What follows belongs to an exercise in optimizing a design on an open flow for small area; a production flow would make more cautious choices.
In this exercise RTL edits were held to simulation tests only and were not proved equivalent to the original.
Power figures rest on the tool's default switching activity, not on a simulated workload.

==> willow: inputs <==
Design tamagotchi_top, start of the top module:
module tamagotchi_top (
    input        clk,
    input        reset,        
    input        btn_salud,    
    input        btn_ali,      
    input        btn_reset,    
    input        btn_test,     
    input        ult,          
    input        gyro,         
    output       rs,
    output       rw,
    output       enable,
    output [7:0] data,
    output [6:0] seg_display,
    output       clk_out,
    output       an,
    output       tstled
);
    reg [4:0] div;
    always @(posedge clk) begin
        if (!reset) div <= 5'd0;
        else        div <= div + 5'd1;
    end
    assign clk_out = div[4];
    assign enable  = div[2];
    wire lcd_tick = (div[2:0] == 3'b011);
    wire [3:0] display_out;
    wire [1:0] display_out2;
    tamagotchi_fsm U_tamagotchi (
        .clk(clk),
        .reset(reset),
        .div(div),
        .btn_salud(btn_salud),
        .btn_ali(btn_ali),
  ...
==> module bucleEspera, before the edit <==
module bucleEspera (
    input clk,
    input reset,                  
    input tick,                   
    input [3:0] select_figures,
    input [1:0] sleep,
    output reg rs,
    output rw,
    output reg [7:0] data
);
localparam M_INIT   = 3'd0;   
localparam M_CC0    = 3'd1;   
localparam M_SV     = 3'd2;   
localparam M_CREATE = 3'd3;   
localparam M_CC1    = 3'd4;   
localparam M_SCW    = 3'd5;   
localparam M_WAIT   = 3'd6;   
localparam C_ZERO = 3'd2, C_FELIZ = 3'd3, C_TRISTE = 3'd1, C_NEUTRO = 3'd0,
           C_DORMIDO = 3'd4, C_MUERTO = 3'd5;
localparam L_ZERO = 3'd0, L_SALUD = 3'd6, L_ENERGIA = 3'd2, L_COMIDA = 3'd5,
           L_DIVERSION = 3'd4, L_ZZZ = 3'd3, L_MUERTE = 3'd7;
reg [2:0] mode;
reg [5:0] n;
reg t;
reg change;
reg [2:0] sel1, sel2;    
wire [4:0] row;
glyph_rom U_rom (.s1(sel1), .s2(sel2), .n(n), .ch(change), .q(row));
assign rw = 1'b0;
always @(*) begin
    rs = 1'b0;
    data = 8'h00;
    case (mode)
        M_INIT: case (n[1:0])
            2'd1: data = 8'h38;
            2'd2: data = 8'h0C;
            2'd3: data = 8'h01;
            default: data = 8'h00;
        endcase
        M_CC0, M_SV: data = 8'h01;
        M_CREATE: if (!t) data = {2'b01, n[5:3], 3'b000};
                  else begin rs = 1'b1; data = {3'b000, row}; end
        M_CC1: data = 8'h0C;
        M_SCW: if (!t) data = {1'b1, n[2], 3'b000, change, n[1:0]};
               else begin rs = 1'b1; data = {5'b00000, n[2:0]}; end
        M_WAIT: if (!t) rs = 1'b1;
                else data = 8'hC4;
        default: ;
    endcase
end
always @(posedge clk) begin
    if (!reset) begin
        mode <= M_INIT;
        n <= 6'd0;
        t <= 1'b0;
        change <= 1'b0;
        sel1 <= C_ZERO;
    end else if (tick) begin
        case (mode)
            M_INIT: begin
                if (n[1:0] == 2'd3) begin
                    mode <= M_CC0; n <= 6'd0;
                end else n <= n + 6'd1;
            end
            M_CC0: begin
                mode <= M_SV;
                if (sleep == 2'b01) begin
                    sel1 <= C_DORMIDO; sel2 <= L_ZZZ;
                end else if (sleep == 2'b11) begin
                    sel1 <= C_MUERTO; sel2 <= L_MUERTE;
                end else begin
                    case (select_figures[3:2])
                        2'b01: sel1 <= C_FELIZ;
                        2'b00: sel1 <= C_TRISTE;
                        2'b10: sel1 <= C_NEUTRO;
                        default: ;
                    endcase
                    if (select_figures[3:2] == 2'b10) sel2 <= L_ZERO;
                    else case (select_figures[1:0])
                        2'b00: sel2 <= L_SALUD;
                        2'b01: sel2 <= L_ENERGIA;
                        2'b10: sel2 <= L_COMIDA;
                        default: sel2 <= L_DIVERSION;
                    endcase
                end
            end
            M_SV: begin
                mode <= M_CREATE; n <= 6'd0; t <= 1'b0;
            end
            M_CREATE: begin
                if (!t) t <= 1'b1;
                else if (n == 6'd62) begin
                    mode <= M_CC1; n <= 6'd0; t <= 1'b0;
                end else begin
                    n <= n + 6'd1;
                    if (n[2:0] == 3'd7) t <= 1'b0;
                end
            end
            M_CC1: begin
                mode <= M_SCW; n <= 6'd0; t <= 1'b0;
            end
            M_SCW: begin
                if (!t) t <= 1'b1;
                else begin
                    t <= 1'b0;
                    if (n[2:0] == 3'd7) begin
                        mode <= M_WAIT; n <= 6'd0; change <= ~change;
                    end else n <= n + 6'd1;
                end
            end
            M_WAIT: begin
                if (!t) begin
                    if (n == 6'd25) begin
                        mode <= M_CC0; n <= 6'd0;
                    end else t <= 1'b1;
                end else begin
                    t <= 1'b0; n <= n + 6'd1;
                end
            end
            default: mode <= M_INIT;
        endcase
    end
end
endmodule
Settings: LEC_CHECK=0, ABC_AREA=1, CAP_MARGIN=20, CORE_MARGIN=2, CORE_UTILIZATION=55, SLEW_MARGIN=20; clock period 10.0 ns.
standard.sh (not shown) runs the stock make flow with config.mk's settings and CLKGATE_MAP_FILE= SYNTH_SCRIPT=/design/flow/synth_recipe.tcl, a recipe that flattens the netlist after the stock synthesis.
==> flow/flow/run.sh <==
#!/bin/bash
# Layout: the standard ORFS flow, with three changes:
#  1. after the standard synthesis, the combinational logic between the
#     registers is re-optimised and re-mapped with Yosys/ABC (&deepsyn with
#     a few seeds, then amap; the smallest result is kept). The registers
#     (names and cells) are left exactly as the standard synthesis made
#     them, and a new netlist is used only if Yosys proves it equivalent to
#     the standard one (otherwise the standard one is kept);
#  2. the port buffers are buf_1 cells;
#  3. the clock tree is built of clkbuf_8 cells, without dummy loads.
# Each tool writes its full output to a log here: synth.log, remap_<seed>.log,
# equiv_<seed>.log, flow.log, and ORFS's per-step logs under orfs/logs/.
set -euo pipefail
W=$(pwd)
YOSYS=$FLOW_HOME/../tools/install/yosys/bin/yosys
LIB=$FLOW_HOME/platforms/sky130hd/lib/sky130_fd_sc_hd__tt_025C_1v80.lib
R=$W/orfs/results/sky130hd/tamagotchi_top/base

bash standard.sh synth > synth.log 2>&1
cp $R/1_2_yosys.v $W/std_netlist.v

DU="-dont_use *probe* -dont_use *lpflow* -dont_use *clkbuf* -dont_use *dly* -dont_use *buf_* -dont_use *sdf* -dont_use *edf* -dont_use *df* -dont_use *dl*"
remap() {   # remap SEED: writes remap_SEED.v and remap_SEED.area if it is proven equivalent
  local S=$1
  printf 'strash\n&get -n\n&deepsyn -T 120 -S %s\n&put\ndch -f\namap\n' $S > $W/remap_$S.abc
  $YOSYS -l remap_$S.log -p "read_liberty -ignore_miss_func -ignore_miss_dir $LIB; \
    blackbox sky130_fd_sc_hd__dfxtp_1 sky130_fd_sc_hd__dfxtp_2 sky130_fd_sc_hd__dfxtp_4 sky130_fd_sc_hd__edfxtp_1 sky130_fd_sc_hd__conb_1; \
    read_verilog $W/std_netlist.v; hierarchy -top $FLOW_TOP; flatten; opt -purge; \
    abc -liberty $LIB $DU -script $W/remap_$S.abc; opt_clean -purge; \
    hilomap -singleton -hicell sky130_fd_sc_hd__conb_1 HI -locell sky130_fd_sc_hd__conb_1 LO; \
    insbuf -buf sky130_fd_sc_hd__buf_1 A X; splitnets; opt_clean -purge; \
    write_verilog -noattr -noexpr -nohex -nodec $W/remap_$S.v; \
    tee -o $W/remap_$S.stat stat -liberty $LIB" > /dev/null 2>&1 || return 0
  grep -q "assign" $W/remap_$S.v && return 0
  $YOSYS -l equiv_$S.log -p "read_liberty -ignore_miss_func -ignore_miss_dir $LIB; \
    read_verilog $W/std_netlist.v; rename $FLOW_TOP gold; read_verilog $W/remap_$S.v; rename $FLOW_TOP gate; \
    flatten gold gate; techmap; opt_clean; async2sync; equiv_make gold gate eq; hierarchy -top eq; \
    equiv_simple -seq 2; equiv_induct -seq 2; equiv_status -assert" > /dev/null 2>&1 || return 0
  grep "Chip area" $W/remap_$S.stat | awk '{print $NF}' > $W/remap_$S.area
}
for S in 1 2 3 4; do remap $S & done
wait

BEST=""; BESTA=""
for S in 1 2 3 4; do
  if [[ -s $W/remap_$S.area ]]; then
    A=$(cat $W/remap_$S.area)
    if [[ -z "$BEST" ]] || awk "BEGIN{exit !($A < $BESTA)}"; then BEST=$S; BESTA=$A; fi
  fi
done
if [[ -n "$BEST" ]]; then
  echo "remapped netlist used: seed $BEST, area $BESTA" > remap_result.txt
  cp $W/remap_$BEST.v $R/1_2_yosys.v
  rm -f $R/1_synth.odb $R/1_synth.sdc
else
  echo "standard netlist kept" > remap_result.txt
fi

bash standard.sh \
  "BUFFER_PORTS_ARGS=-buffer_cell sky130_fd_sc_hd__buf_1" \
  "CTS_ARGS=-sink_clustering_enable -repair_clock_nets -buf_list sky130_fd_sc_hd__clkbuf_8 -root_buf sky130_fd_sc_hd__clkbuf_8 -sink_clustering_size 20 -sink_clustering_max_diameter 60 -dont_use_dummy_load" \
  finish > flow.log 2>&1
==> inputs of quartz, as changes to willow <==
--- a/flow/design.v
+++ b/flow/design.v
@@ -100,14 +100,15 @@
         step8 = {t[6:0], ~(t[7] ^ t[5] ^ t[4] ^ t[3]) ^ (t[6:0] == 7'h7f)};
     endfunction
     localparam [4:0] T24 = 5'b10100;
     localparam [7:0] T6 = 8'h3D, T12 = 8'h43;
     reg [3:0] lvl0, lvl1, lvl2, lvl3;
     reg [4:0] tmr0, tmr1, tmr2, tmr3;
-    reg [7:0] timer_diversion2, timer_energia2;
-    reg energia_tst, diversion_tst;    
+    reg [8:0] sens0, sens1;
+    wire [7:0] H = sens0[7:0];
+    wire X = sens0[8];
     reg test_mode, dead_mode;
     reg d3, d1, d0;                    
     reg [3:0] seg_lvl;                 
     reg S_l, A_l, U_l, G_l, R_l, T_l, tm_l, dm_l, d2_l;
     wire d2 = GE5_TABLE[seg_lvl];
     assign display_out = {d3, d2, d1, d0};
@@ -134,16 +135,15 @@
     wire [3:0] L = lvl0;
     wire [4:0] M = tmr0;
     wire L1  = (L == LV1);
     wire lt5 = LT5_TABLE[L];
     wire n10 = (L != LV10);
     wire tmr_end = (M == T24);
-    wire tv_ok = ~(timer_diversion2[7:2] == 6'd0 && timer_diversion2[1:0] != 2'b10);    
-    wire te_ok = ~(timer_energia2[7:2] == 6'd0 && timer_energia2[1:0] != 2'b10);
-    wire tv_fire = c_tm & U_l & (diversion_tst ? c_disp == 4'b0111 : c_disp == 4'b0011) & tv_ok;
-    wire te_fire = c_tm & G & (energia_tst ? c_disp == 4'b0101 : c_disp == 4'b0001) & te_ok;
+    wire h_ok = ~(H[7:2] == 6'd0 && H[1:0] != 2'b10);    
+    wire tv_fire = c_tm & U_l & (X ? c_disp == 4'b0111 : c_disp == 4'b0011) & h_ok;
+    wire te_fire = c_tm & G & (X ? c_disp == 4'b0101 : c_disp == 4'b0001) & h_ok;
     reg set1, set10, inc, dec, run;
     always @(*) begin
         set1 = 1'b0; set10 = 1'b0; inc = 1'b0;
         dec = ~c_tm & tmr_end & ~L1;
         run = ~c_tm;
         case (div[1:0])
@@ -155,21 +155,21 @@
             2'd1: begin      
                 set1  = c_tm & A_l & ~L1 & (c_disp == 4'b0110);
                 set10 = c_tm & A_l & L1 & (c_disp == 4'b0010);
                 inc = c_nrm & A_l & (lt5 ? c_disp == 4'b0010 : n10 & c_disp == 4'b0110);
             end
             2'd2: begin      
-                set1  = tv_fire & diversion_tst;
-                set10 = tv_fire & ~diversion_tst;
-                inc = c_nrm & U_l & (timer_diversion2 == T6) &
+                set1  = tv_fire & X;
+                set10 = tv_fire & ~X;
+                inc = c_nrm & U_l & (H == T6) &
                       (lt5 ? c_disp == 4'b0011 : n10 & c_disp == 4'b0111);
             end
             default: begin   
-                set1  = te_fire & energia_tst;
-                set10 = te_fire & ~energia_tst;
-                inc = c_nrm & G & (display_out2 == 2'b01) & (timer_energia2 == T12) & n10;
+                set1  = te_fire & X;
+                set10 = te_fire & ~X;
+                inc = c_nrm & G & (display_out2 == 2'b01) & (H == T12) & n10;
                 run = ~c_tm & ~G & ~c_dm;
                 dec = run & tmr_end & ~L1;
             end
         endcase
     end
     reg [3:0] L_next;
@@ -183,12 +183,24 @@
         else if (c_R)    L_next = LV8;
         else             L_next = L;
         if (run)         M_next = (tmr_end | L1) ? 5'd0 : step5(M);
         else if (c_R)    M_next = 5'd0;
         else             M_next = M;
     end
+    wire s_fire = tick ? te_fire : tv_fire;
+    wire s_adv  = tick ? G & (test_mode | ~dead_mode) : U_l & (tm_l | ~dm_l);
+    wire [7:0] H_next = (s_fire | inc) ? 8'd0 : s_adv ? step8(H) : H;
+    wire X_next = s_fire ? ~X : c_R ? 1'b0 : X;
+    always @(posedge clk) begin
+        if (!reset) begin
+            sens0 <= 9'd0; sens1 <= 9'd0;
+        end else begin
+            sens0 <= sens1;
+            sens1 <= (tick | lane2) ? {X_next, H_next} : sens0;
+        end
+    end
     wire all1 = (lvl0 == LV1) & (lvl1 == LV1) & (lvl2 == LV1) & (lvl3 == LV1);
     always @(posedge clk) begin
         if (!reset) begin
             lvl0 <= LV3; lvl1 <= LV5; lvl2 <= LV6; lvl3 <= LV4;
             tmr0 <= 5'd0; tmr1 <= 5'd0; tmr2 <= 5'd0; tmr3 <= 5'd0;
         end else begin
@@ -203,21 +215,17 @@
             S_l <= S; A_l <= A; U_l <= U; G_l <= G; R_l <= R; T_l <= T;
             tm_l <= test_mode; dm_l <= dead_mode; d2_l <= d2;
         end
     end
     always @(posedge clk) begin
         if (!reset) begin
-            timer_diversion2 <= 0;
-            timer_energia2 <= 0;
             d3 <= 1'b1; d1 <= 1'b0; d0 <= 1'b0;
             display_out2 <= 2'b00;
             dead_mode <= 1'b0;
             test_mode <= 1'b0;
             seg_lvl <= LVX;
-            energia_tst <= 1'b0;
-            diversion_tst <= 1'b0;
         end else begin
             if (tick) begin
                 if (T)                            test_mode <= 1'b1;
                 else if (R)                       test_mode <= 1'b0;
                 if (all1 & ~test_mode)            dead_mode <= 1'b1;
                 else if (R | T)                   dead_mode <= 1'b0;
@@ -227,22 +235,14 @@
                 case (display_out[1:0])
                     2'b00: seg_lvl <= lvl1;
                     2'b01: seg_lvl <= lvl0;
                     2'b10: seg_lvl <= lvl2;
                     default: seg_lvl <= lvl3;
                 endcase
-                if (te_fire | inc)  timer_energia2 <= 8'd0;
-                else if (G & (test_mode | ~dead_mode))        timer_energia2 <= step8(timer_energia2);
-                if (te_fire)                      energia_tst <= ~energia_tst;
-                else if (R)                       energia_tst <= 1'b0;
             end
             if (lane2) begin
-                if (tv_fire | inc)  timer_diversion2 <= 8'd0;
-                else if (U_l & (tm_l | ~dm_l))    timer_diversion2 <= step8(timer_diversion2);
-                if (tv_fire)                      diversion_tst <= ~diversion_tst;
-                else if (R_l)                     diversion_tst <= 1'b0;
                 if ((tm_l | ~dm_l) & G_l)         {d3, d1, d0} <= 3'b001;
                 else if ((tm_l | ~dm_l) & U_l)    {d3, d1, d0} <= 3'b011;
                 else if ((tm_l | ~dm_l) & A_l)    {d3, d1, d0} <= 3'b010;
                 else if ((tm_l | ~dm_l) & S_l)    {d3, d1, d0} <= 3'b000;
                 else if (R_l)                     {d3, d1, d0} <= 3'b100;
             end
@@ -273,13 +273,13 @@
 localparam L_ZERO = 3'd0, L_SALUD = 3'd6, L_ENERGIA = 3'd2, L_COMIDA = 3'd5,
            L_DIVERSION = 3'd4, L_ZZZ = 3'd3, L_MUERTE = 3'd7;
 reg [2:0] mode;
 reg [5:0] n;
 reg t;
 reg change;
-reg [2:0] sel1, sel2;    
+reg [2:0] sel1, sel2;
 wire [4:0] row;
 glyph_rom U_rom (.s1(sel1), .s2(sel2), .n(n), .ch(change), .q(row));
 assign rw = 1'b0;
 always @(*) begin
     rs = 1'b0;
     data = 8'h00;
@@ -305,12 +305,13 @@
     if (!reset) begin
         mode <= M_INIT;
         n <= 6'd0;
         t <= 1'b0;
         change <= 1'b0;
         sel1 <= C_ZERO;
+        sel2 <= L_ZERO;
     end else if (tick) begin
         case (mode)
             M_INIT: begin
                 if (n[1:0] == 2'd3) begin
                     mode <= M_CC0; n <= 6'd0;
                 end else n <= n + 6'd1;
--- a/flow/flow/run.sh
+++ b/flow/flow/run.sh
@@ -4,13 +4,13 @@
 #     registers is re-optimised and re-mapped with Yosys/ABC (&deepsyn with
 #     a few seeds, then amap; the smallest result is kept). The registers
 #     (names and cells) are left exactly as the standard synthesis made
 #     them, and a new netlist is used only if Yosys proves it equivalent to
 #     the standard one (otherwise the standard one is kept);
 #  2. the port buffers are buf_1 cells;
-#  3. the clock tree is built of clkbuf_8 cells, without dummy loads.
+#  3. the clock tree is built of clkbuf_4 cells (a clkbuf_8 root), without dummy loads.
 # Each tool writes its full output to a log here: synth.log, remap_<seed>.log,
 # equiv_<seed>.log, flow.log, and ORFS's per-step logs under orfs/logs/.
 set -euo pipefail
 W=$(pwd)
 YOSYS=$FLOW_HOME/../tools/install/yosys/bin/yosys
 LIB=$FLOW_HOME/platforms/sky130hd/lib/sky130_fd_sc_hd__tt_025C_1v80.lib
@@ -55,8 +55,8 @@
 else
   echo "standard netlist kept" > remap_result.txt
 fi
 
 bash standard.sh \
   "BUFFER_PORTS_ARGS=-buffer_cell sky130_fd_sc_hd__buf_1" \
-  "CTS_ARGS=-sink_clustering_enable -repair_clock_nets -buf_list sky130_fd_sc_hd__clkbuf_8 -root_buf sky130_fd_sc_hd__clkbuf_8 -sink_clustering_size 20 -sink_clustering_max_diameter 60 -dont_use_dummy_load" \
+  "CTS_ARGS=-sink_clustering_enable -repair_clock_nets -buf_list sky130_fd_sc_hd__clkbuf_4 -root_buf sky130_fd_sc_hd__clkbuf_8 -sink_clustering_size 10 -sink_clustering_max_diameter 40 -dont_use_dummy_load" \
   finish > flow.log 2>&1
--- a/flow/config.mk
+++ b/flow/config.mk
@@ -5,8 +5,8 @@
 export SDC_FILE = /design/flow/constraint.sdc
 export NUM_CORES = 4
 export LEC_CHECK = 0
 export ABC_AREA = 1
 export CAP_MARGIN = 20
 export CORE_MARGIN = 2
-export CORE_UTILIZATION = 55
+export CORE_UTILIZATION = 40
 export SLEW_MARGIN = 20
==> inputs of tundra, as changes to willow <==
--- a/flow/design.v
+++ b/flow/design.v
@@ -273,13 +273,13 @@
 localparam L_ZERO = 3'd0, L_SALUD = 3'd6, L_ENERGIA = 3'd2, L_COMIDA = 3'd5,
            L_DIVERSION = 3'd4, L_ZZZ = 3'd3, L_MUERTE = 3'd7;
 reg [2:0] mode;
 reg [5:0] n;
 reg t;
 reg change;
-reg [2:0] sel1, sel2;    
+reg [2:0] sel1, sel2;
 wire [4:0] row;
 glyph_rom U_rom (.s1(sel1), .s2(sel2), .n(n), .ch(change), .q(row));
 assign rw = 1'b0;
 always @(*) begin
     rs = 1'b0;
     data = 8'h00;
@@ -305,12 +305,13 @@
     if (!reset) begin
         mode <= M_INIT;
         n <= 6'd0;
         t <= 1'b0;
         change <= 1'b0;
         sel1 <= C_ZERO;
+        sel2 <= L_ZERO;
     end else if (tick) begin
         case (mode)
             M_INIT: begin
                 if (n[1:0] == 2'd3) begin
                     mode <= M_CC0; n <= 6'd0;
                 end else n <= n + 6'd1;
--- a/flow/flow/run.sh
+++ b/flow/flow/run.sh
@@ -55,8 +55,8 @@
 else
   echo "standard netlist kept" > remap_result.txt
 fi
 
 bash standard.sh \
   "BUFFER_PORTS_ARGS=-buffer_cell sky130_fd_sc_hd__buf_1" \
-  "CTS_ARGS=-sink_clustering_enable -repair_clock_nets -buf_list sky130_fd_sc_hd__clkbuf_8 -root_buf sky130_fd_sc_hd__clkbuf_8 -sink_clustering_size 20 -sink_clustering_max_diameter 60 -dont_use_dummy_load" \
+  "CTS_ARGS=-sink_clustering_enable -repair_clock_nets -buf_list sky130_fd_sc_hd__clkbuf_8 -root_buf sky130_fd_sc_hd__clkbuf_8 -sink_clustering_size 32 -sink_clustering_max_diameter 100 -dont_use_dummy_load" \
   finish > flow.log 2>&1
--- a/flow/config.mk
+++ b/flow/config.mk
@@ -5,8 +5,8 @@
 export SDC_FILE = /design/flow/constraint.sdc
 export NUM_CORES = 4
 export LEC_CHECK = 0
 export ABC_AREA = 1
 export CAP_MARGIN = 20
 export CORE_MARGIN = 2
-export CORE_UTILIZATION = 55
+export CORE_UTILIZATION = 40
 export SLEW_MARGIN = 20
==> results.py <==
metrics = {
    "pwr": {
        "power_density_nw_per_um2": 107,
        "power_w": 0.000624,
        "power_frac_clock_pct": 31.5,
    },
    "floorplanning": {
        "initial_utilization_pct": 56.1,
        "die_w_um": 103,
    },
    "final_layout": {
        "stdcell_count": 950,
        "fin_nets": 827,
        "num-fill-cells": 900,
    },
    "setup_path": {
        "rr_endpoint": "U_bucleEspera.t$_SDFFE_PN0P_",
        "ff2ff_setup_slack_ps": 5350,
        "critPathTopFamily": "compound AO/OA/AOI/OAI gates",
    },
    "timing": {
        "slew_headroom_pct": 38.6,
        "worst_pin_slew_ps": 912,
    },
    "run_status": {
        "status": "complete, no violations",
    },
    "logic_synthesis": {
        "syn_inst": 778,
    },
}
the above is filed under willow

==> results.py <==
metrics = {
    "logic_synthesis": {
        "syn_inst": 738,
        "ys_warn_count": 3,
    },
    "floorplanning": {
        "die_w_um": 118,
        "initial_utilization_pct": 41.3,
    },
    "setup_path": {
        "critPathTopFamily": "compound AO/OA/AOI/OAI gates",
        "rr_endpoint": "U_bucleEspera.n[5]$_SDFFE_PN0P_",
        "critPathMostFrequentCell": "a31oi_1",
    },
    "final_layout": {
        "num-fill-cells": 1346,
        "stdcell_count": 949,
        "fin_nets": 787,
        "fin_util_pct": 45.0,
    },
    "pwr": {
        "power_density_nw_per_um2": 113,
        "power_w": 0.000641,
        "ir_drop_mv": 0.118,
    },
    "run_status": {
        "status": "complete, no violations",
    },
    "drt": {
        "wl_met1_mm": 7.82,
        "top_layer": "met4",
    },
    "timing": {
        "worst_pin_slew_ps": 912,
        "holdWs_ps": 441,
        "finalSetupTns_ps": 0,
    },
}
the above is filed under quartz

==> results.py <==
metrics = {
    "pwr": {
        "power_frac_clock_pct": 31.5,
        "power_density_nw_per_um2": 109,
        "power_w": 0.000635,
    },
    "timing": {
        "worst_pin_slew_ps": 979,
        "setup_violations": 0,
        "slew_headroom_pct": 33.9,
    },
    "setup_path": {
        "rr_endpoint": "U_bucleEspera.n[4]$_SDFFE_PN0P_",
        "critPathTopFamily": "simple AND/OR/NAND/NOR gates",
        "ff2ff_setup_slack_ps": 5500,
        "path_buf_inv": 3,
    },
    "cts": {
        "cts.path.max_buffers": 2,
    },
    "drt": {
        "route.met2.wl_mm": 10.0,
    },
    "final_layout": {
        "stdcell_count": 998,
        "num-fill-cells": 1384,
    },
    "logic_synthesis": {
        "syn_inst": 784,
    },
    "run_status": {
        "status": "complete, no violations",
    },
    "global_routing": {
        "grt_pass1_vias": 5835,
    },
}
the above is filed under tundra

[separate check: timing with driven ports]
The results above use ideal ports. As a check the final layouts listed here were re-extracted and re-timed, cells and wires unchanged. Step 1, drivers: a clkbuf_16 drives clk and a buf_2 each remaining input, both assumed. Step 2 moves the port delays by t, midway between the first and last clock arrival at a register: inputs arrive t later, outputs are due t later. That takes back most of the time a late clock gives input paths. Three values: ideal ports, drivers, drivers and shift; two values: the first two.
| run | t, ns | setup slack, ns | hold WS [ns] | worst setup path at the end | cell pins on the clock port's net |
|---|---|---|---|---|---|
| willow | 0.403 | 2.433 / 2.397 / 2.800 | 0.436 / 0.436 / 0.436 | register to output | 1 |
| quartz | 0.403 | 3.062 / 3.025 / 3.428 | 0.441 / 0.441 / 0.441 | register to output | 1 |
| tundra | 0.393 | 3.164 / 3.127 / 3.519 | 0.430 / 0.430 / 0.430 | register to output | 1 |
After both steps setup and hold are still met in every run listed.
